This design comes from an exercise in tuning for small area, a short achievable clock period and few clock cycles per item on the open sky130 flow, not from production work. Where RTL was checked, it was by simulation tests only, not by an equivalence proof against the original. Power and IR drop assume default switching activity.

## SHA256
module SHA256 (
    input wire start, rst, clk, data_valid,
    input wire [7:0] in,
    output wire [255:0] result,
    output wire done
);
For scale: roughly 6700 cells after synthesis, ~1600 flip-flops, roughly 270 I/O pins.
make LEC_CHECK=0 CAP_MARGIN=20 CORE_MARGIN=2 CORE_UTILIZATION=40 SETUP_SLACK_MARGIN=5 SLEW_MARGIN=20 finish   # period 11.0 ns
run.sh (not shown) runs the stock make flow with config.mk's settings and CLKGATE_MAP_FILE= SYNTH_SCRIPT=/design/flow/synth_recipe.tcl, a recipe that flattens the netlist after the stock synthesis.
The starting point produced a clean layout.
Change:
SETUP_SLACK_MARGIN = default   (was 5)
Result: Global-route usage is higher by 0.31 points; count of clock-buffer cells in the layout climbs by 14; routed wire length came out higher by 1.0%; setup slack degrades by 0.18 ns; sequential power is about the same; via count barely changes; area after synthesis does not change.
Function was not checked in any run of this note: the RTL went through the layout flow alone.


Another version of the RTL of SHA256 (not shown whole).
Size in the first run: roughly 6500 cells after synthesis, about 1500 flip-flops, about 71000 um2 of cells after synthesis.
Settings: LEC_CHECK=0, CAP_MARGIN=20, CORE_MARGIN=2, CORE_UTILIZATION=55, CTS_CLUSTER_DIAMETER=60, CTS_CLUSTER_SIZE=25, SETUP_SLACK_MARGIN=5, SLEW_MARGIN=20; clock period 11.0 ns.
The first run completed with no timing, DRC or antenna violations.
Testbench counts at the start, summed over its fixed seeds: cycles 46,059, messages 320.
Change:
==> flow/flow/run.sh (new file) <==
#!/bin/bash
set -euo pipefail
bash standard.sh SETUP_SLACK_MARGIN=7 finish > orfs_flow.log 2>&1
==> flow/standard.sh (new file) <==
#!/bin/bash
# synth_recipe.tcl (not shown) runs the flow's synth.tcl, then flattens the netlist and writes it again
# the make line also repeats each setting of config.mk as NAME=value (left out here)
make -C /OpenROAD-flow-scripts/flow DESIGN_CONFIG=/design/flow/config.mk WORK_HOME=/design/flow/orfs CLKGATE_MAP_FILE= SYNTH_SCRIPT=/design/flow/synth_recipe.tcl "${@:-finish}"
--- a/flow/config.mk
+++ b/flow/config.mk
@@ -7,0 +8 @@
+export ABC_AREA = 1
removed: flow/run.sh
- utilization came out higher by 3.6 points
- clock skew goes up by 0.033 ns
- final area rose by 11%
- total power grows by 20%
- cell count goes up by 24%
- synthesized area went up by 5.1%
- die area came out higher by 5.1%
- clock power goes down by 7.8%


== nickel ==
Another version of the RTL of SHA256 (not shown whole).
For scale: roughly 10000 cells after synthesis, about 1500 flip-flops, ~270 I/O pins, about 0.076 mm2 of cells after synthesis.
Settings: LEC_CHECK=0, ABC_AREA=1, CAP_MARGIN=20, CORE_MARGIN=2, CORE_UTILIZATION=55, CTS_CLUSTER_DIAMETER=50, CTS_CLUSTER_SIZE=20, SETUP_SLACK_MARGIN=5, SLEW_MARGIN=20, TNS_END_PERCENT=5; clock period 11.0 ns.
standard.sh (not shown) runs the stock make flow with config.mk's settings and CLKGATE_MAP_FILE= SYNTH_SCRIPT=/design/flow/synth_recipe.tcl, a recipe that flattens the netlist after the stock synthesis.
==> flow/flow/run.sh <==
#!/bin/bash
# The standard layout (the standard.sh, ORFS synthesis to finish) with two
# changes to how it is made:
#  - ADDER_MAP_FILE is emptied, so synthesis does not extract full/half adder
#    cells and ABC maps the adder logic with the rest (the registers are the
#    same as the standard synthesis's);
set -euo pipefail
bash standard.sh ADDER_MAP_FILE= SETUP_SLACK_MARGIN=7.5 finish > orfs_flow.log 2>&1
nickel went all the way through synthesis, placement and routing and the layout is clean on timing, DRC and antenna.
Testbench counts of nickel, summed over its fixed seeds: cycles 45,877, messages 320.
#### Input delta (onyx over nickel)
- a deleted TNS_END_PERCENT that had been 5
- a change of CORE_UTILIZATION from 55 to 60
-- flow/flow/run.sh --
<<< nickel, line 7
set -euo pipefail
bash standard.sh ADDER_MAP_FILE= SETUP_SLACK_MARGIN=7.5 finish > orfs_flow.log 2>&1
>>> onyx, line 7
set -euo pipefail
bash standard.sh ADDER_MAP_FILE= SETUP_SLACK_MARGIN=7 finish > orfs_flow.log 2>&1
Results
- The final reports for onyx and nickel show final design utilization higher in the former.
- Compare onyx and nickel | wire length lower: onyx
- When onyx is set beside nickel, its critical path depth turns out to be 14 smaller.
- Relative to nickel, onyx degrades post-route worst hold slack.
- In onyx, wire length of the first global-routing pass is lower than in nickel.

## re-timing with driven ports
No port has a modelled driver above. Below, the same layouts with a new extraction and two added sets of constraints.
Step 1: set_driving_cell puts a clkbuf_16 on clk and a buf_2 on each other input, an assumption about the parent block.
Step 2, shift: input delay + t, output delay - t, t = (earliest + latest rising clock arrival at the registers) / 2. This alone moves slack from input paths to output paths.
a / b / c = ideal ports / drivers / drivers and shift; a / b = the first two.
| run | t, ns | slack for setup (ns) | slew at the worst register clock pin (ns) | worst slew at a driven data input, ns |
|---|---|---|---|---|
| the first run of note 1 | 0.916 | 5.324 / 5.324 / 5.324 | 0.07 / 0.07 | 0.13 |
| the second run of note 1 | 0.903 | 5.148 / 5.148 / 5.148 | 0.07 / 0.07 | 0.13 |
| the first run of note 2 | 0.847 | 5.234 / 5.234 / 5.234 | 0.10 / 0.10 | 0.03 |
| the second run of note 2 | 0.859 | 6.759 / 6.759 / 6.759 | 0.12 / 0.12 | 0.06 |
| nickel | 0.883 | 7.394 / 7.314 / 7.268 | 0.08 / 0.08 | 0.05 |
| onyx | 0.877 | 7.015 / 6.926 / 7.112 | 0.09 / 0.09 | 0.07 |
After both steps every run listed still meets setup and hold. For nickel, which loses most, drivers alone change the setup slack by -0.080 ns; drivers and shift together by -0.126 ns.
